This is an optimization exercise on Yosys and OpenROAD, whose aim is small area, not a production implementation.
Only the layout flow was run in this run; the RTL was not checked for function there.
Power figures rest on the tool's default switching activity, not on a simulated workload.

File: flow/run.sh
#!/bin/bash
# synth_recipe.tcl (not shown) runs the flow's synth.tcl, then flattens the netlist and writes it again
# the make line also repeats each setting of config.mk as NAME=value (left out here)
make -C /OpenROAD-flow-scripts/flow DESIGN_CONFIG=/design/flow/config.mk WORK_HOME=/design/flow/orfs CLKGATE_MAP_FILE= SYNTH_SCRIPT=/design/flow/synth_recipe.tcl finish
File: flow/config.mk
export PLATFORM = sky130hd
export DESIGN_NAME = controller
export DESIGN_NICKNAME = controller
export VERILOG_FILES = /design/flow/design.v
export SDC_FILE = /design/flow/constraint.sdc
export NUM_CORES = 4
export LEC_CHECK = 0
export CAP_MARGIN = 20
export CORE_MARGIN = 2
export CORE_UTILIZATION = 40
export PLACE_DENSITY = 0.6
export SLEW_MARGIN = 20
File: flow/constraint.sdc
create_clock -name core_clock -period 10.0 [get_ports {clk}]
set_input_delay 2.0000 -clock core_clock [delete_from_list [all_inputs] [get_ports {clk}]]
set_output_delay 2.0000 -clock core_clock [all_outputs]
set_load 0.01 [all_outputs]
File: flow/design.v
module l1 #(
    parameter LINE_SIZE  = 16,
    parameter INDEX_SIZE = 4,
    parameter TAG_SIZE   = 28,
    parameter WORD_SIZE  = 32
) (
    input clk,
    input rst,
    input wr_en,
    input [WORD_SIZE - 1:0] addr,
    input [WORD_SIZE - 1:0] data,
    output logic [WORD_SIZE - 1:0] data_out,
    output logic hit_or_miss
);
  logic [TAG_SIZE + WORD_SIZE:0] l1_cache[LINE_SIZE];
  logic [INDEX_SIZE - 1:0] index;
  logic [TAG_SIZE - 1:0] tag;
  logic cycle;
  always_ff @(posedge clk or posedge rst) begin
    if (rst) begin
      cycle <= 0;
      data_out <= 0;
      hit_or_miss <= 0;
      for (int i = 0; i < LINE_SIZE; i++) begin
        l1_cache[i] <= {1'b0, {TAG_SIZE{1'b0}}, {WORD_SIZE{1'b0}}};
      end
    end else begin
      if (cycle == 0) begin
        tag <= addr[WORD_SIZE-1:WORD_SIZE-TAG_SIZE];
        index <= addr[WORD_SIZE-TAG_SIZE-1:WORD_SIZE-TAG_SIZE-INDEX_SIZE];
        cycle <= 1;
        hit_or_miss <= 0;
      end   
    else begin
        cycle <= 0;
        if (wr_en) begin
          hit_or_miss <= 1;
          l1_cache[index] <= {1'b1, tag, data};
          data_out <= data;
        end else begin
          if (l1_cache[index][TAG_SIZE+WORD_SIZE] == 0) begin
            hit_or_miss <= 0;
            data_out <= 0;
          end   
        else if (l1_cache[index][TAG_SIZE+WORD_SIZE] == 1 &&
                 l1_cache[index][TAG_SIZE+WORD_SIZE-1:WORD_SIZE] == tag)
        begin
            hit_or_miss <= 1;
            data_out <= l1_cache[index][WORD_SIZE-1:0];
          end   
        else begin
            hit_or_miss <= 0;
            data_out <= 0;
          end
        end
      end
    end
  end
endmodule
module l2 #(
    parameter LINE_SIZE  = 16,
    parameter INDEX_SIZE = 4,
    parameter TAG_SIZE   = 26,
    parameter SET_SIZE   = 4,
    parameter WORD_SIZE  = 32
) (
    input clk,
    input rst,
    input wr_en,
    input [WORD_SIZE - 1:0] addr,
    input [WORD_SIZE - 1:0] data,
    output logic [WORD_SIZE - 1:0] data_out,
    output logic hit_or_miss
);
  logic [TAG_SIZE + WORD_SIZE:0] l2_cache[LINE_SIZE][SET_SIZE];
  logic [INDEX_SIZE - 1:0] index;
  logic [TAG_SIZE - 1:0] tag;
  logic cycle;
  logic [SET_SIZE - 1:0] free_way;
  logic [SET_SIZE - 1:0] match_way;
  logic seen_free;
  logic seen_match;
  always_comb begin
    seen_free  = 1'b0;
    seen_match = 1'b0;
    for (int i = 0; i < SET_SIZE; i++) begin
      free_way[i] = !seen_free && (l2_cache[index][i][TAG_SIZE+WORD_SIZE] == 0);
      match_way[i] = !seen_match && (l2_cache[index][i][TAG_SIZE+WORD_SIZE] == 1 &&
                                       l2_cache[index][i][TAG_SIZE+WORD_SIZE-1:WORD_SIZE] == tag);
      seen_free = seen_free || free_way[i];
      seen_match = seen_match || match_way[i];
    end
  end
  always_ff @(posedge clk or posedge rst) begin
    if (rst) begin
      cycle <= 0;
      data_out <= 0;
      hit_or_miss <= 0;
      for (int i = 0; i < LINE_SIZE; i++) begin
        for (int j = 0; j < SET_SIZE; j++) begin
          l2_cache[i][j] <= {1'b0, {TAG_SIZE{1'b0}}, {WORD_SIZE{1'b0}}};
        end
      end
    end else begin
      if (cycle == 0) begin
        tag <= addr[WORD_SIZE-1:WORD_SIZE-TAG_SIZE];
        index <= addr[WORD_SIZE-TAG_SIZE-1:WORD_SIZE-TAG_SIZE-INDEX_SIZE];
        cycle <= 1;
        hit_or_miss <= 0;
        data_out <= 0;
      end   
    else begin
        cycle <= 0;
        if (wr_en) begin
          hit_or_miss <= 1;
          for (int i = 0; i < SET_SIZE; i++) begin
            if (free_way[i]) begin
              l2_cache[index][i] <= {1'b1, tag, data};
              data_out <= data;
            end
          end
        end   
      else begin
          for (int i = 0; i < SET_SIZE; i++) begin
            if (match_way[i]) begin
              hit_or_miss <= 1;
              data_out <= l2_cache[index][i][WORD_SIZE-1:0];
            end
          end
        end
      end
    end
  end
endmodule
module mem #(
    parameter MEM_SIZE  = 32,
    parameter WORD_SIZE = 32
) (
    input clk,
    input rst,
    input wr_en,
    input [WORD_SIZE - 1:0] addr,
    input [31:0] data,
    output [31:0] data_out
);
  logic [31:0] memory[MEM_SIZE];
  always_ff @(posedge clk or posedge rst) begin
    if (rst) begin
      for (int i = 0; i < MEM_SIZE; i++) begin
        memory[i] <= 32'b0;
      end
    end else begin
      if (wr_en) begin
        memory[addr[$clog2(MEM_SIZE)-1:0]] <= data;
      end
    end
  end
  assign data_out = memory[addr[$clog2(MEM_SIZE)-1:0]];
endmodule
module controller #(
    parameter WORD_SIZE = 32,
    parameter L1_DELAY  = 3,
    parameter L2_DELAY  = 3
) (
    input clk,
    input rst,
    input wr_en,
    input [WORD_SIZE - 1:0] addr,
    input [WORD_SIZE - 1:0] data,
    output logic [WORD_SIZE - 1:0] data_out
);
  logic [WORD_SIZE - 1:0] l1_out;
  logic [WORD_SIZE - 1:0] l2_out;
  logic [WORD_SIZE - 1:0] mem_out;
  logic [L1_DELAY - 1:0] l1_counter;
  logic [L2_DELAY - 1:0] l2_counter;
  logic l1_hit;
  logic l2_hit;
  logic [WORD_SIZE - 1:0] addr_prev;
  l1 l1_cache (
      .clk(clk),
      .rst(rst),
      .wr_en(wr_en),
      .addr(addr),
      .data(data),
      .data_out(l1_out),
      .hit_or_miss(l1_hit)
  );
  l2 l2_cache (
      .clk(clk),
      .rst(rst),
      .wr_en(wr_en),
      .addr(addr),
      .data(data),
      .data_out(l2_out),
      .hit_or_miss(l2_hit)
  );
  mem memory (
      .clk(clk),
      .rst(rst),
      .wr_en(wr_en),
      .addr(addr),
      .data(data),
      .data_out(mem_out)
  );
  always_ff @(posedge clk or posedge rst) begin
    if (rst) begin
      l1_counter <= 0;
      l2_counter <= 0;
      data_out   <= 0;
      addr_prev  <= 0;
    end else begin
      if (addr != addr_prev) begin
        l1_counter <= 0;
        l2_counter <= 0;
        addr_prev  <= addr;
      end   
      else if (wr_en) begin
        if (l1_counter < L1_DELAY) l1_counter <= l1_counter + 1;
        if (l2_counter < L2_DELAY) l2_counter <= l2_counter + 1;
        if (l1_counter == L1_DELAY && l2_counter == L2_DELAY) begin
          data_out   <= data;
          l1_counter <= 0;
          l2_counter <= 0;
        end
      end else begin
        if (l1_counter < L1_DELAY) l1_counter <= l1_counter + 1;
        if (l2_counter < L2_DELAY) l2_counter <= l2_counter + 1;
        if (l1_counter == L1_DELAY && l2_counter == L2_DELAY) begin
          l1_counter <= 0;
          l2_counter <= 0;
          if (l1_hit) begin
            data_out <= l1_out;
          end else if (l2_hit) begin
            data_out <= l2_out;
          end else begin
            data_out <= mem_out;
          end
        end
      end
    end
  end
endmodule
==> notes.md <==
-- worst reg2reg max path: cells and delay by family, from the launching register on --
family	cells	cell delay, ns
AOI/OAI and AO/OA	6	2.47
and+or+nand+nor	5	2.67
DFF	1	0.46
buffers and inverters	4	1.55
-- registers in the layout, summed over array words and instances, names as in the netlist, 26 cells and up --
name,cells
l2_cache.l2_cache,3776
l1_cache.tag,28
addr_prev,32
l1_cache.data_out,32
l2_cache.data_out,32
data_out,32
l2_cache.tag,26
l1_cache.l1_cache,976
memory.memory,1024
-- synth_stat cells (55+ instances only) --
library cell / instances
dfrtp_1: 5914
o22ai_1: 204
mux2i_1: 273
nand2b_1: 89
o22a_1: 75
buf_1: 442
a221oi_1: 610
buf_2: 95
nor2_1: 290
edfxtp_1: 62
mux2_2: 4982
a22o_1: 612
nor3_1: 77
nand3_1: 340
nor4_1: 68
o211ai_1: 68
buf_6: 55
a21oi_1: 247
o21ai_0: 977
nand2_1: 1108
nand4_1: 179
nand3b_1: 78
xnor2_1: 66
a22oi_1: 986
clkbuf_1: 1500
-- layout make-up --
class                   count  area, sq um  area share
clock buffers             967        18810     0.06421
inverters                  50        191.4   0.0006534
multi-input cells       12130       104800      0.3576
clock inverters           161         2138    0.007299
flip-flops and latches   5976       149900      0.5115
diodes                     28        70.07   0.0002392
repair buffers            692         6272     0.02141
well taps                8671        10850     0.03703
-- final timing paths --
kind / cells past startpoint / end
worst max register to register: 15 / l2_cache.data_out[26]
worst max-delay path: 15 / l2_cache.data_out[26]
worst min register to register: 1 / l2_cache.l2_cache[21][58]
min in group asynchronous: 2 / l1_cache.l1_cache[2][23]
max in group asynchronous: 4 / l2_cache.l2_cache[60][23]
worst min-delay path: 1 / l2_cache.l2_cache[21][58]
-- per-layer routing --
metal / track usage / up-vias / wire length (microns)
met5: 0 / - / 353
met4: 0.1456 / 58 / 59740
met3: 0.06758 / 2469 / 97720
met2: 0.4368 / 9716 / 429600
met1: 0.4065 / 98349 / 410000
li1: - / 73374 / -
-- power by group through the flow --
stage	registers (mW)	logic, mW	clock network [mW]
global route	28.8	6.56	25.2
floorplan	29.3	4.21	0
CTS	28.4	6.09	24.2
global placement	28.7	5.91	0
finish	28.4	6.17	24.0
detailed placement	28.8	6.08	0
-- cells by family (layout without fill, tap and decap cells) --
group,Yosys count,in the layout,share of synthesized area
AOI/OAI and AO/OA,4205,4205,0.1159
other,0,28,0
buffers and inverters,2173,1870,0.03365
adders and majority gates,3,3,0.0001435
muxes,5280,5280,0.2268
xor gates and xnor gates,115,115,0.003850
and+or+nand+nor,2527,2527,0.04688
DFF,5976,5976,0.5728
==> out/qor.yml <==
critical_path:
  r2r-start: "l2_cache.index[3]"
  slowest_stage: "or4_1"
  cp_max_fo: 40
  crit_type: "flop to flop"
  r2r_slack_ns: 2.72
  crit_chain: "buf_12, buf_4, or3b_1, o22ai_1, a211oi_1, a21oi_1, nor4_1, nand4_1, or4_1, buf_4, or2_4, a21oi_1, buf_4, o221ai_1, o211ai_1"
  crit_path_end_kind: "flop"
  crit_required_ns: 11.04
  path_buf_inv: 4
  startpoint: "l2_cache.index[3]"
  worst_path_dominant_cell_family: "simple AND/OR/NAND/NOR gates"
  cpMostUsedCell: "buf_4"
  slowest_delay_ns: 0.89
  start_kind: "flop"
  cp_data_arrival_time_ns: 8.32
yosys:
  synth_nets: 20349
  async_flop_share: 0.9896
  yosysUniqueCellTypes: 93
  synth_seq_cells: 5976
  yosysTopAreaCell: "dfrtp_1"
  yosysWarnings: 7
  ys_seq_area_frac: 0.5728
  syn_area_per_cell_sq_um: 12.90
  synth_cells: 20279
  synth_top_cell_area_share: 0.5657
  synth_edf_count: 62
  synth_area_leaders: "dfrtp_1 57%, mux2_2 21%, a22oi_1 2.8%"
  synth-main-ff-cell: "dfrtp_1"
  syn_area_sq_um: 261600
power_and_ir_drop:
  netSwitchingPower_mw: 15.20
  seq_power_share: 0.485
  pwr-share-comb: 0.105
  p_leak_nw: 134.3
  design_power_total_mw: 58.63
  intPower_mw: 43.43
  peakVddDrop_uv: 202.9
  clockPowerShare: 0.410
  power_density_nw_per_um2: 200.1
  sw_frac_of_total: 0.2592
route:
  drcViolationCount: 0
  drt_pass1_iterations: 7
  via_per_inst: 6.416
  via_count: 183966
  drtAntennaViolNets: 0
  drtIter0Drc: 21752
  wl_microns: 997300
  wl_per_cell_microns: 34.78
placement:
  placed_area_sq_um: 271900
  port_buffers: 98
  dp.cells: 27519
  place_congestion: 0.9433
  dp_hpwl_microns: 570800
  pre_cts_slack_ns: 3.192
floorplan:
  rows: 297
  die_y_microns: 812.7
  initial_core_util: 0.4007
  design.portCount: 99
  die_x_microns: 812.7
  core_sq_um: 652900
  die_area_sq_um: 660500
layout:
  final_core_util: 0.4487
  layout_commonest_cell: "dfrtp_1"
  finalInstanceArea_sq_um: 293000
  drive_gt1_frac: 0.3456
  fin_cells: 28675
  fillers: 58702
  fin_nets: 19556
  layout_common_cells: "5911 x dfrtp_1, 4982 x mux2_2, 1075 x nand2_1"
  area_delta_synth_final_pct: 11.98
global_routing:
  grt_pass1_wl_microns: 1407000
  grt_pass1_vias: 180432
  track_usage: 0.2944
  grt_max_degree: 182
  antenna_found_initial: 71
  overflow: 0
cts:
  post-cts-setup-buffers: 0
  numCtsBuffers: 636
  cts_resized: 0
  path_clk_slew_ns: 0.06
  h-tree-depth: 6
  cts_max_path_buffers: 4
  insertion_delay_ns: 1.20
  hold_buffers: 0
  cts_tree: "built"
  cts.sinks: 5976
  cts_root_buffer: "clkbuf_16"
timing:
  layout_setup_ws_ns: 2.722
  rsz0062_at_grt: "false"
  tns_ns: 0
  fin_worst_skew_ns: 0.1682
  setup-violations-final: 0
  hold_slack_ns: 0.4606
  period_share: 0.7278
  slew_viol_final: 0
  hold_violations: 0
  worst_pin_slew_ns: 1.257
  fin_crit_ns: 7.278
  max_freq_ghz: 0.1374
  slew_headroom: 0.1532
run:
  drv_cap: 0
worst_hold_path:
  hold_path_class: "flop to flop"
  hold_path.startpoint: "l2_cache.l2_cache[21][58]"
outcome:
  status: "no timing/DRC/antenna violations"

re-timing with driven ports:
Ports are ideal in the flow. The routed layout listed here was re-timed in OpenROAD. Step 1 assumes that a clkbuf_16 drives the clock port and a buf_2 every other input. Step 2 moves the port delays by t, midway between the first and last clock arrival at a register: inputs arrive t later, outputs are due t later. That takes back most of the time a late clock gives input paths. Slacks: no drivers / after step 1 / after step 2; pairs: no drivers / after step 1.
shift t [ns]: 1.250
setup slack, ns: 2.722 / 2.722 / 2.722
hold slack, ns: 0.461 / 0.461 / 0.461
worst setup path at the end: register to register
worst data-port slew with drivers (ns): 0.22
After both steps this run still meets setup and hold. The setup slack of this run moves by 0.000 ns with the drivers and by 0.000 ns with both steps.
